Context: an optimization exercise on an open-source flow, tuned for small area and a short achievable clock period. The choices shown serve that exercise and are no tape-out recipe. Where RTL was checked, it was by simulation tests only, not by an equivalence proof against the original.

// fp32_adder_tree_8_inputs
module fp32_adder_tree_8_inputs (
    input wire clk,
    input wire rst_n,
    input wire [127:0] dvr_fp32addtree8to1_s0,
    input wire [127:0] dvr_fp32addtree8to1_s1,
    input wire [2:0] cru_fp32addtree8to1,
    output wire [127:0] dr_fp32addtree8to1_d
);
Size: about 5200 cells after synthesis, roughly 86 flip-flops.
clock: 64.0 ns
lec_check: 0
abc_area: 1
cap_margin: 20
core_margin: 2
core_utilization: 40
slew_margin: 20
standard.sh (not shown) runs the stock make flow with config.mk's settings and CLKGATE_MAP_FILE= SYNTH_SCRIPT=/design/flow/synth_recipe.tcl, a recipe that flattens the netlist after the stock synthesis.
==> flow/flow/run.sh <==
#!/bin/bash
# Layout flow: ORFS, with two changes to its synthesis script and a setup
# margin for timing repair.
#  - synthesis: Yosys's generic synth step runs without its quick ABC pass, so
#    the full adders written in the RTL reach extract_fa as written (no
#    inverters around them); the final ABC mapping uses flow/abc.script.
#  - layout: standard steps; repair_timing aims at SETUP_SLACK_MARGIN; the
#    port buffers are the platform's smallest buffer.
# Each tool's output goes to ORFS's own logs (orfs/logs/...); make's output to flow.log.
set -euo pipefail
HERE=$(pwd)
FL=$HERE/flow
source $FL/params.sh
sed -e 's#^source \$::env(SCRIPTS_DIR)/synth_preamble.tcl#&\nset abc_args [lreplace $abc_args 1 1 '"$FL"'/abc.script]#' \
    -e 's#synth -top \$::env(DESIGN_NAME) -run fine: {\*}\$synth_full_args#& -noabc#' \
    $FLOW_HOME/scripts/synth.tcl > $HERE/my_synth.tcl
grep -q -- '-noabc' $HERE/my_synth.tcl
grep -q 'abc.script\]' $HERE/my_synth.tcl
sed -e "s#source \$::env(SCRIPTS_DIR)/synth.tcl#source $HERE/my_synth.tcl#" synth_recipe.tcl > my_synth_recipe.tcl
grep -q my_synth.tcl my_synth_recipe.tcl
sed -e "s#SYNTH_SCRIPT=[^ ]*#SYNTH_SCRIPT=$HERE/my_synth_recipe.tcl#" standard.sh > my_standard.sh
grep -q my_synth_recipe.tcl my_standard.sh
export SETUP_SLACK_MARGIN=$MARGIN
# every port still gets a buffer, the smallest one
export BUFFER_PORTS_ARGS="${PORTBUF:--buffer_cell sky130_fd_sc_hd__buf_1}"
bash my_standard.sh finish > flow.log 2>&1
==> flow/flow/abc.script <==
strash
dch
map -B 0.9
topo
mfs
strash
dch
map -B 0.9
topo
mfs
strash
dch
map -B 0.9
topo
stime -c
==> flow/flow/params.sh <==
MARGIN=42.5

Edit:
==> flow/flow/abc.script (replaced) <==
strash
dch
map -B 0.9
topo
mfs
strash
dc2
dch
map -B 0.9
topo
stime -c
buffer -c
upsize -c
dnsize -c
==> flow/flow/params.sh (replaced) <==
MARGIN=41.5

The changed run ran to the end with no violations.
Wire length came out lower by 4.5%.
First-iteration DRC count shrinks by 8.8%.
Fmax goes down by 4.1%.
Hold slack improved by 12 ps.
Edit:
==> flow/flow/abc.script (replaced) <==
strash
dch
map -B 0.9
topo
mfs
strash
dch
map -B 0.9
topo
mfs
strash
dch
map -B 0.9
topo
stime -c
buffer -c
upsize -c
dnsize -c
==> flow/flow/params.sh (replaced) <==
MARGIN=42

=>
- cell area barely changes
- core utilization drops by 1.7 points
- sequential share of layout area stays flat
- synthesized cell count is higher by a little under a tenth
- wire length is higher by a few percent
- die area goes up by a few percent
- maximum frequency went up by a few percent
- area after synthesis increases by a few percent
Edit:
==> flow/flow/abc.script (replaced) <==
strash
dch
map -B 0.9
topo
mfs
strash
dch
map -B 0.9
topo
mfs
strash
dch
map -B 0.9
topo
stime -c
==> flow/flow/params.sh (replaced) <==
MARGIN=43

Outcome: The new run went through all stages and came out clean; wire length rose by a few percent; count of clock-buffer cells in the layout stays the same; cell area went up by a little under a tenth; non-clock buffer count grows by 119; hold slack improved by 7.9 ps; global-route usage increases by 2.9 points.

* * *

== amber ==
Another version of the RTL of fp32_adder_tree_8_inputs (not shown whole).
For scale: roughly 5300 cells after synthesis, about 390 I/O pins, roughly 31000 sq um of cells after synthesis.
clock: 64.0 ns
lec_check: 0
abc_area: 1
cap_margin: 20
core_margin: 2
core_utilization: 40
slew_margin: 20
==> flow/flow/abc.script <==
strash
dch
map -B 0.9
topo
mfs
strash
dch
map -B 0.9
topo
mfs
strash
dch
map -B 0.9
topo
stime -c
==> flow/flow/params.sh <==
MARGIN=43

Scripts as last shown in full above: flow/flow/run.sh
--- input diff amber..sierra ---
==> flow/flow/params.sh <==
MARGIN=42.5

==> run notes <==
Summary of sierra over amber: met3 track utilization from global routing shows a reduction of 0.89 points, antenna diode count shows a reduction of 2, number of vias per cell shows a reduction of 0.47%.
| count of antenna-violating nets left after detailed routing | sierra vs amber | ≈ equal |
sierra vs amber: via count down
The run with more routed wire is amber, not sierra.
For amber, the termination of the worst setup path was row_a_q[29]$_DFF_P_, unlike sierra, where it was row_a_q[1]$_DFF_P_.
No run of this note included a check of the RTL's function; only the layout flow was run.

* * *

fp32_adder_tree_8_inputs, a different RTL version from the one above (not shown whole).
Size in the first run: about 5400 cells after synthesis, ~35 flip-flops, about 390 I/O pins.
clock: 64.0 ns
lec_check: 0
abc_area: 1
cap_margin: 20
core_margin: 2
core_utilization: 40
slew_margin: 20
==> flow/flow/abc.script <==
strash
dch
map -B 0.9
topo
stime -c
buffer -c
upsize -c
dnsize -c
==> flow/flow/params.sh <==
MARGIN=34
Scripts as last shown in full above: flow/flow/run.sh
The starting point produced a clean layout.
Next try:
==> flow/flow/params.sh (replaced) <==
MARGIN=35
Settings changed: PLACE_DENSITY_LB_ADDON from default to 0.2.
Outcome: The new run went through all stages and came out clean. Worst hold slack barely changes. First-iteration DRC count went down by a few percent. Wire length went up slightly. Die area stays the same. Area after synthesis is unchanged. Setup slack improved by 0.85 ns. Non-clock buffer count went up by 40. Cell area went up by a few percent. Sequential cell count stays the same.
Next try:
==> flow/flow/abc.script (replaced) <==
strash
dch
map -B 0.9
strash
dch
map -B 0.9
topo
stime -c
buffer -c
upsize -c
dnsize -c
Settings changed: PLACE_DENSITY_LB_ADDON 0.2 to default.
Result: Count of clock-buffer cells in the layout does not change; sequential share of layout area hardly moves; design area drops by a few percent; routed wire length is higher slightly; maximum frequency barely changes; setup slack got worse by 0.016 ns; synthesized cell count went up slightly.
Next try:
==> flow/flow/abc.script (replaced) <==
strash
dch
map -B 0.9
topo
stime -c
buffer -c
upsize -c
dnsize -c
Settings changed: CORE_UTILIZATION 40 to 55.
The changed run finished with timing, DRC and antenna clean; clock-buffer cell count stays the same; die area went down by about 26%; fmax went down by 1.0%; hold slack degrades by 0.0041 ns; setup slack degrades by 0.28 ns; wire length went down by about 2.3%.
Next try:
==> flow/flow/params.sh (replaced) <==
MARGIN=36.5
Settings changed: CORE_UTILIZATION 55 to 40.
Area after synthesis does not change. Setup slack is better by 1.4 ns. Non-clock buffer count came out higher by 127.
Function was not checked in any run of this note: the RTL went through the layout flow alone.

* * *

fp32_adder_tree_8_inputs, a different RTL version from the one above (not shown whole).
Size in the first run: ~5,900 cells after synthesis, ~86 flip-flops, roughly 390 I/O pins, about 0.034 mm² of cells after synthesis.
==> flow/config.mk <==
export PLATFORM = sky130hd
export DESIGN_NAME = fp32_adder_tree_8_inputs
export DESIGN_NICKNAME = fp32_adder_tree_8_inputs
export VERILOG_FILES = /design/flow/design.v
export SDC_FILE = /design/flow/constraint.sdc
export NUM_CORES = 8
export LEC_CHECK = 0
export ABC_AREA = 1
export CAP_MARGIN = 20
export CORE_MARGIN = 2
export CORE_UTILIZATION = 40
export SLEW_MARGIN = 20
==> flow/constraint.sdc <==
create_clock -name core_clock -period 64.0 [get_ports {clk}]
set_input_delay 12.8000 -clock core_clock [delete_from_list [all_inputs] [get_ports {clk}]]
set_output_delay 12.8000 -clock core_clock [all_outputs]
set_load 0.01 [all_outputs]
==> flow/flow/abc.script <==
strash
dch
map -B 0.9
topo
mfs
strash
dch
map -B 0.9
topo
stime -c
buffer -c
upsize -c
dnsize -c
==> flow/flow/params.sh <==
MARGIN=42

Scripts as last shown in full above: flow/flow/run.sh
The baseline finished clean.
Next try:
==> flow/flow/params.sh (replaced) <==
MARGIN=43

Effect:
- The changed run went through all stages and came out clean
- count of clock-buffer cells in the layout is unchanged
- final cell count rose by about 1.8%
- cell area rose by 6.8%
- via count rose by about 3.6%
- non-clock buffer count rose by 103
- hold slack is better by 30 ps
- setup slack is better by 750 ps
- synthesized cell count stays the same
No run of this note included a check of the RTL's function; only the layout flow was run.

* * *

RTL: one of the versions met above, not the one the previous note started from.
For scale: about 4200 cells after synthesis, about 35 flip-flops, roughly 390 I/O pins, about 30000 sq um of cells after synthesis.
export LEC_CHECK = 0
export ABC_AREA = 1
export CAP_MARGIN = 20
export CORE_MARGIN = 2
export CORE_UTILIZATION = 40
export SLEW_MARGIN = 20
create_clock -name core_clock -period 64.0 [get_ports {clk}]
==> flow/flow/abc.script <==
strash
&get -n
&fraig -x
&put
scorr
dc2
dretime
strash
&get -n
&dch -f
&nf
&put
topo
stime -c
buffer -c
upsize -c
dnsize -c
==> flow/flow/params.sh <==
MARGIN=35
Scripts as last shown in full above: flow/flow/run.sh
Then changed:
==> flow/flow/abc.script (replaced) <==
strash
dch
map -B 0.9
topo
stime -c
buffer -c
upsize -c
dnsize -c
Outcome: First-iteration DRC count rose by a few percent; final cell count went up by about a fifth; global-route usage went down by 1.2 points; critical path depth came out lower by 4; routed wire length went up by a few percent; flip-flop and latch count is unchanged; cell area decreases by a little under a tenth.
Then changed:
==> flow/flow/abc.script (replaced) <==
strash
dch
map -B 0.9
strash
dch
map -B 0.9
strash
dch
map -B 0.9
topo
stime -c
buffer -c
upsize -c
dnsize -c
Effect: The changed run finished with timing, DRC and antenna clean; via count drops by 0.58%; hold slack got worse by 13 ps; worst setup slack got worse by 260 ps; final area drops by 1.4%; final cell count hardly moves; first-iteration DRC count drops by 1.8%; area after synthesis drops by 1.5%.
Then changed:
==> flow/flow/abc.script (replaced) <==
strash
dch
map -B 0.9
topo
stime -c
Flip-flop and latch count does not change.
First-iteration DRC count rose by 0.73%.
Die area shrinks by 3.7%.
Utilization climbs by 2.4 points.
Global-route usage grows by 1.4 points.
Routed wire length increases by 1.6%.
Function was not checked in any run of this note: the RTL went through the layout flow alone.

* * *

Another version of the RTL of fp32_adder_tree_8_inputs (not shown whole).
Size in the first run: roughly 5200 cells after synthesis, about 390 I/O pins.
Design fp32_adder_tree_8_inputs, start of the top module:
module fp32_adder_tree_8_inputs (
    input wire clk,
    input wire rst_n,
    input wire [127:0] dvr_fp32addtree8to1_s0,
    input wire [127:0] dvr_fp32addtree8to1_s1,
    input wire [2:0] cru_fp32addtree8to1,
    output wire [127:0] dr_fp32addtree8to1_d
);
export LEC_CHECK = 0
export ABC_AREA = 1
export CAP_MARGIN = 20
export CORE_MARGIN = 2
export CORE_UTILIZATION = 40
export SLEW_MARGIN = 20
create_clock -name core_clock -period 64.0 [get_ports {clk}]
==> flow/flow/abc.script <==
strash
dch
map -B 0.9
mfs
strash
dch
map -B 0.9
topo
stime -c
buffer -c
upsize -c
dnsize -c
==> flow/flow/params.sh <==
MARGIN=37
==> flow/flow/recover.tcl <==
# Sourced by ORFS after global routing (POST_GLOBAL_ROUTE_TCL), with the
# global-route parasitics estimated.
# Area recovery: try each upsized cell at smaller drive strengths and keep the
# change if the worst setup slack does not get worse, the cell's own worst slack
# stays at least REC_GUARD ns above it, and no slew/capacitance check fails.
proc rec_wns {} { return [expr {[sta::worst_slack_cmd max] * 1e9}] }
proc rec_inst_slack {iname} {
  set s 1e30
  foreach p [get_pins -of_objects [get_cells $iname]] {
    set v [get_property $p slack_max]
    if {$v ne "" && $v < $s} { set s $v }
  }
  return $s
}
set guard [expr {[info exists ::env(REC_GUARD)] ? $::env(REC_GUARD) : 1.0}]
set db [ord::get_db]
set block [ord::get_db_block]
set wns0 [rec_wns]
set viol0 [expr {[sta::max_slew_violation_count] + [sta::max_capacitance_violation_count]}]
puts "recover: start WNS $wns0 viol $viol0 guard $guard"
set masters {}
foreach lib [$db getLibs] { foreach m [$lib getMasters] { lappend masters [$m getName] } }
set tried 0; set changed 0
foreach inst [$block getInsts] {
  set mname [[$inst getMaster] getName]
  if {![regexp {^sky130_fd_sc_hd__(.+)_(\d+)$} $mname -> base drv]} continue
  if {$drv <= 1} continue
  if {[regexp {^(df|sdf|edf|dl|clk|tap|fill|decap|conb|lpflow|probe)} $base]} continue
  set iname [$inst getName]
  if {[rec_inst_slack $iname] < $wns0 + $guard} continue
  set cands {}
  foreach d {0 1 2 4 6 8 12 16} {
    if {$d >= $drv} break
    set c "sky130_fd_sc_hd__${base}_$d"
    if {[lsearch -exact $masters $c] >= 0} { lappend cands $c }
  }
  foreach c $cands {
    incr tried
    replace_cell $iname $c
    set w [rec_wns]
    set v [expr {[sta::max_slew_violation_count] + [sta::max_capacitance_violation_count]}]
    if {$w >= $wns0 - 1e-6 && $v <= $viol0 && [rec_inst_slack $iname] >= $wns0 + $guard} { incr changed; break }
    replace_cell $iname $mname
  }
}
puts "recover: tried $tried changed $changed WNS [rec_wns]"
Scripts as last shown in full above: flow/flow/run.sh
The baseline finished with timing, DRC and antenna clean.
Next try:
==> flow/flow/params.sh (replaced) <==
MARGIN=36
Result: Clock-buffer cell count stays the same; die area stays the same; wire length decreases by a few percent; global-route usage decreases by 0.53 points; synthesized area does not change.
Next try:
--- a/flow/flow/abc.script
+++ b/flow/flow/abc.script
@@ -4 +3,0 @@
-mfs
==> flow/flow/params.sh (replaced) <==
MARGIN=35
export POST_GLOBAL_ROUTE_TCL=$FL/recover.tcl
--- a/flow/flow/recover.tcl
+++ b/flow/flow/recover.tcl
@@ -3,13 +3,3 @@
-# Area recovery: try each upsized cell at smaller drive strengths and keep the
-# change if the worst setup slack does not get worse, the cell's own worst slack
-# stays at least REC_GUARD ns above it, and no slew/capacitance check fails.
-proc rec_wns {} { return [expr {[sta::worst_slack_cmd max] * 1e9}] }
-proc rec_inst_slack {iname} {
-  set s 1e30
-  foreach p [get_pins -of_objects [get_cells $iname]] {
-    set v [get_property $p slack_max]
-    if {$v ne "" && $v < $s} { set s $v }
-  }
-  return $s
-}
-set guard [expr {[info exists ::env(REC_GUARD)] ? $::env(REC_GUARD) : 1.0}]
+# Area recovery: try each upsized cell at smaller drive strengths, keep the
+# change if the worst setup slack and the slew/capacitance checks do not get worse.
+proc rec_wns {} { return [sta::worst_slack_cmd max] }
@@ -20 +10 @@
-puts "recover: start WNS $wns0 viol $viol0 guard $guard"
+puts "recover: start WNS $wns0 viol $viol0"
@@ -29,2 +18,0 @@
-  set iname [$inst getName]
-  if {[rec_inst_slack $iname] < $wns0 + $guard} continue
@@ -38,0 +27 @@
+    set iname [$inst getName]
@@ -42 +31 @@
-    if {$w >= $wns0 - 1e-6 && $v <= $viol0 && [rec_inst_slack $iname] >= $wns0 + $guard} { incr changed; break }
+    if {$w >= $wns0 - 1e-12 && $v <= $viol0} { incr changed; break }
The new run finished but failed the layout checks on capacitance limit, slew limit.
Synthesized area came out higher slightly.
Routed wire length came out higher slightly.
Via count came out higher slightly.
Maximum frequency came out lower by roughly a tenth.
Global-route usage came out lower by 0.30 points.
Setup slack is worse by 3800 ps.
Next try:
--- a/flow/flow/abc.script
+++ b/flow/flow/abc.script
@@ -1,0 +2 @@
+dc2
@@ -4,0 +6 @@
+dc2
==> flow/flow/params.sh (replaced) <==
MARGIN=36
--- a/flow/flow/recover.tcl
+++ b/flow/flow/recover.tcl
@@ -3,3 +3,13 @@
-# Area recovery: try each upsized cell at smaller drive strengths, keep the
-# change if the worst setup slack and the slew/capacitance checks do not get worse.
-proc rec_wns {} { return [sta::worst_slack_cmd max] }
+# Area recovery: try each upsized cell at smaller drive strengths and keep the
+# change if the worst setup slack does not get worse, the cell's own worst slack
+# stays at least REC_GUARD ns above it, and no slew/capacitance check fails.
+proc rec_wns {} { return [expr {[sta::worst_slack_cmd max] * 1e9}] }
+proc rec_inst_slack {iname} {
+  set s 1e30
+  foreach p [get_pins -of_objects [get_cells $iname]] {
+    set v [get_property $p slack_max]
+    if {$v ne "" && $v < $s} { set s $v }
+  }
+  return $s
+}
+set guard [expr {[info exists ::env(REC_GUARD)] ? $::env(REC_GUARD) : 1.0}]
@@ -10 +20 @@
-puts "recover: start WNS $wns0 viol $viol0"
+puts "recover: start WNS $wns0 viol $viol0 guard $guard"
@@ -18,0 +29,2 @@
+  set iname [$inst getName]
+  if {[rec_inst_slack $iname] < $wns0 + $guard} continue
@@ -27 +38,0 @@
-    set iname [$inst getName]
@@ -31 +42 @@
-    if {$w >= $wns0 - 1e-12 && $v <= $viol0} { incr changed; break }
+    if {$w >= $wns0 - 1e-6 && $v <= $viol0 && [rec_inst_slack $iname] >= $wns0 + $guard} { incr changed; break }
With this change the flow ran to the end with no violations. Final area grows by about 10%. Clock-buffer cell count came out higher by 2. Routed wire length decreases by 3.7%. Global-route usage goes down by 0.68 points. First-iteration DRC count drops by 14%. Worst setup slack gains 3000 ps.
Next try:
==> flow/flow/abc.script (replaced) <==
strash
dch
map -B 0.9
mfs
strash
dch
map -B 0.9
topo
stime -c
buffer -c
upsize -c
dnsize -c
==> flow/flow/params.sh (replaced) <==
MARGIN=36
export SKIP_GATE_CLONING=1
removed: flow/flow/recover.tcl
Result: The new run completed with no timing, DRC or antenna violations; wire length climbs by a few percent; clock-buffer cell count shrinks by 2; worst setup slack is better by 750 ps; design area decreases by a few percent.
Next try:
==> flow/flow/abc.script (replaced) <==
strash
dch
map -B 0.9
strash
dch
map -B 0.9 -a
topo
stime -c
buffer -c
upsize -c
dnsize -c
==> flow/flow/params.sh (replaced) <==
MARGIN=36
==> flow/flow/recover.tcl (new file) <==
# Sourced by ORFS after global routing (POST_GLOBAL_ROUTE_TCL), with the
# global-route parasitics estimated.
# Area recovery: try each upsized cell at smaller drive strengths and keep the
# change if the worst setup slack does not get worse, the cell's own worst slack
# stays at least REC_GUARD ns above it, and no slew/capacitance check fails.
proc rec_wns {} { return [expr {[sta::worst_slack_cmd max] * 1e9}] }
proc rec_inst_slack {iname} {
  set s 1e30
  foreach p [get_pins -of_objects [get_cells $iname]] {
    set v [get_property $p slack_max]
    if {$v ne "" && $v < $s} { set s $v }
  }
  return $s
}
set guard [expr {[info exists ::env(REC_GUARD)] ? $::env(REC_GUARD) : 1.0}]
set db [ord::get_db]
set block [ord::get_db_block]
set wns0 [rec_wns]
set viol0 [expr {[sta::max_slew_violation_count] + [sta::max_capacitance_violation_count]}]
puts "recover: start WNS $wns0 viol $viol0 guard $guard"
set masters {}
foreach lib [$db getLibs] { foreach m [$lib getMasters] { lappend masters [$m getName] } }
set tried 0; set changed 0
foreach inst [$block getInsts] {
  set mname [[$inst getMaster] getName]
  if {![regexp {^sky130_fd_sc_hd__(.+)_(\d+)$} $mname -> base drv]} continue
  if {$drv <= 1} continue
  if {[regexp {^(df|sdf|edf|dl|clk|tap|fill|decap|conb|lpflow|probe)} $base]} continue
  set iname [$inst getName]
  if {[rec_inst_slack $iname] < $wns0 + $guard} continue
  set cands {}
  foreach d {0 1 2 4 6 8 12 16} {
    if {$d >= $drv} break
    set c "sky130_fd_sc_hd__${base}_$d"
    if {[lsearch -exact $masters $c] >= 0} { lappend cands $c }
  }
  foreach c $cands {
    incr tried
    replace_cell $iname $c
    set w [rec_wns]
    set v [expr {[sta::max_slew_violation_count] + [sta::max_capacitance_violation_count]}]
    if {$w >= $wns0 - 1e-6 && $v <= $viol0 && [rec_inst_slack $iname] >= $wns0 + $guard} { incr changed; break }
    replace_cell $iname $mname
  }
}
puts "recover: tried $tried changed $changed WNS [rec_wns]"
What happened: The changed run completed with no timing, DRC or antenna violations. Wire length is higher by a few percent. Clock-buffer cell count increases by 2. Via count is higher slightly. Worst setup slack degrades by 1500 ps. Final area increases by roughly a tenth. Worst hold slack is better by 6.3 ps. First-iteration DRC count hardly moves. Die area drops by a few percent. Critical path depth is higher by 21.

## separate check: timing with driven ports
How much do the figures lean on ideal ports? The routed layouts below were timed once more, with nothing changed but the port constraints.
Step 1 assumes that a clkbuf_16 drives the clock port and a buf_2 every other input.
Step 2 times the ports against the registers' clock, not the clock port: input delays grow and output delays shrink by t, the midpoint of the rising clock arrivals with the driver on.
Slacks: ideal / step 1 / step 2; pairs: ideal / step 1.
run | t (ns) | slack for setup (ns) | clock arrival spread, ns | pins driven straight from the clock port
the first run of note 1 | 0.416 | 42.865 / 42.876 / 42.460 | 0.022 / 0.022 | 1
the second run of note 1 | 0.414 | 41.959 / 41.981 / 41.566 | 0.010 / 0.011 | 1
the third run of note 1 | 0.409 | 42.527 / 42.555 / 42.146 | 0.013 / 0.014 | 1
the fourth run of note 1 | 0.407 | 42.969 / 42.955 / 42.548 | 0.019 / 0.020 | 1
amber | 0.424 | 42.878 / 42.909 / 42.485 | 0.023 / 0.023 | 1
sierra | 0.422 | 42.835 / 42.862 / 42.439 | 0.020 / 0.019 | 1
the first run of note 3 | 0.316 | 35.188 / 35.183 / 34.868 | 0.003 / 0.003 | 1
the second run of note 3 | 0.314 | 36.042 / 36.055 / 35.741 | 0.005 / 0.005 | 1
the third run of note 3 | 0.311 | 36.025 / 36.028 / 35.717 | 0.005 / 0.005 | 1
the fourth run of note 3 | 0.306 | 35.742 / 35.747 / 35.441 | 0.006 / 0.006 | 1
the fifth run of note 3 | 0.317 | 37.100 / 37.065 / 36.748 | 0.002 / 0.002 | 1
the first run of note 4 | 0.428 | 42.496 / 42.534 / 42.106 | 0.010 / 0.010 | 1
the second run of note 4 | 0.426 | 43.248 / 43.280 / 42.854 | 0.026 / 0.026 | 1
the first run of note 5 | 0.315 | 33.680 / 33.693 / 33.378 | 0.004 / 0.004 | 1
the second run of note 5 | 0.315 | 36.090 / 36.093 / 35.778 | 0.003 / 0.003 | 1
the third run of note 5 | 0.314 | 35.827 / 35.830 / 35.516 | 0.005 / 0.004 | 1
the fourth run of note 5 | 0.309 | 35.916 / 35.927 / 35.618 | 0.003 / 0.004 | 1
the first run of note 6 | 0.315 | 37.520 / 37.540 / 37.225 | 0.006 / 0.007 | 1
the second run of note 6 | 0.314 | 36.854 / 36.806 / 36.492 | 0.005 / 0.006 | 1
the third run of note 6 | 0.307 | 33.079 / 33.030 / 32.723 | 0.004 / 0.004 | 1
the fourth run of note 6 | 0.320 | 36.086 / 36.102 / 35.782 | 0.005 / 0.005 | 1
the fifth run of note 6 | 0.314 | 36.840 / 36.816 / 36.502 | 0.006 / 0.006 | 1
the sixth run of note 6 | 0.304 | 35.294 / 35.264 / 34.959 | 0.004 / 0.005 | 1
For the fourth run of note 1, which loses most, drivers alone change the setup slack by -0.014 ns; drivers and shift together by -0.421 ns.
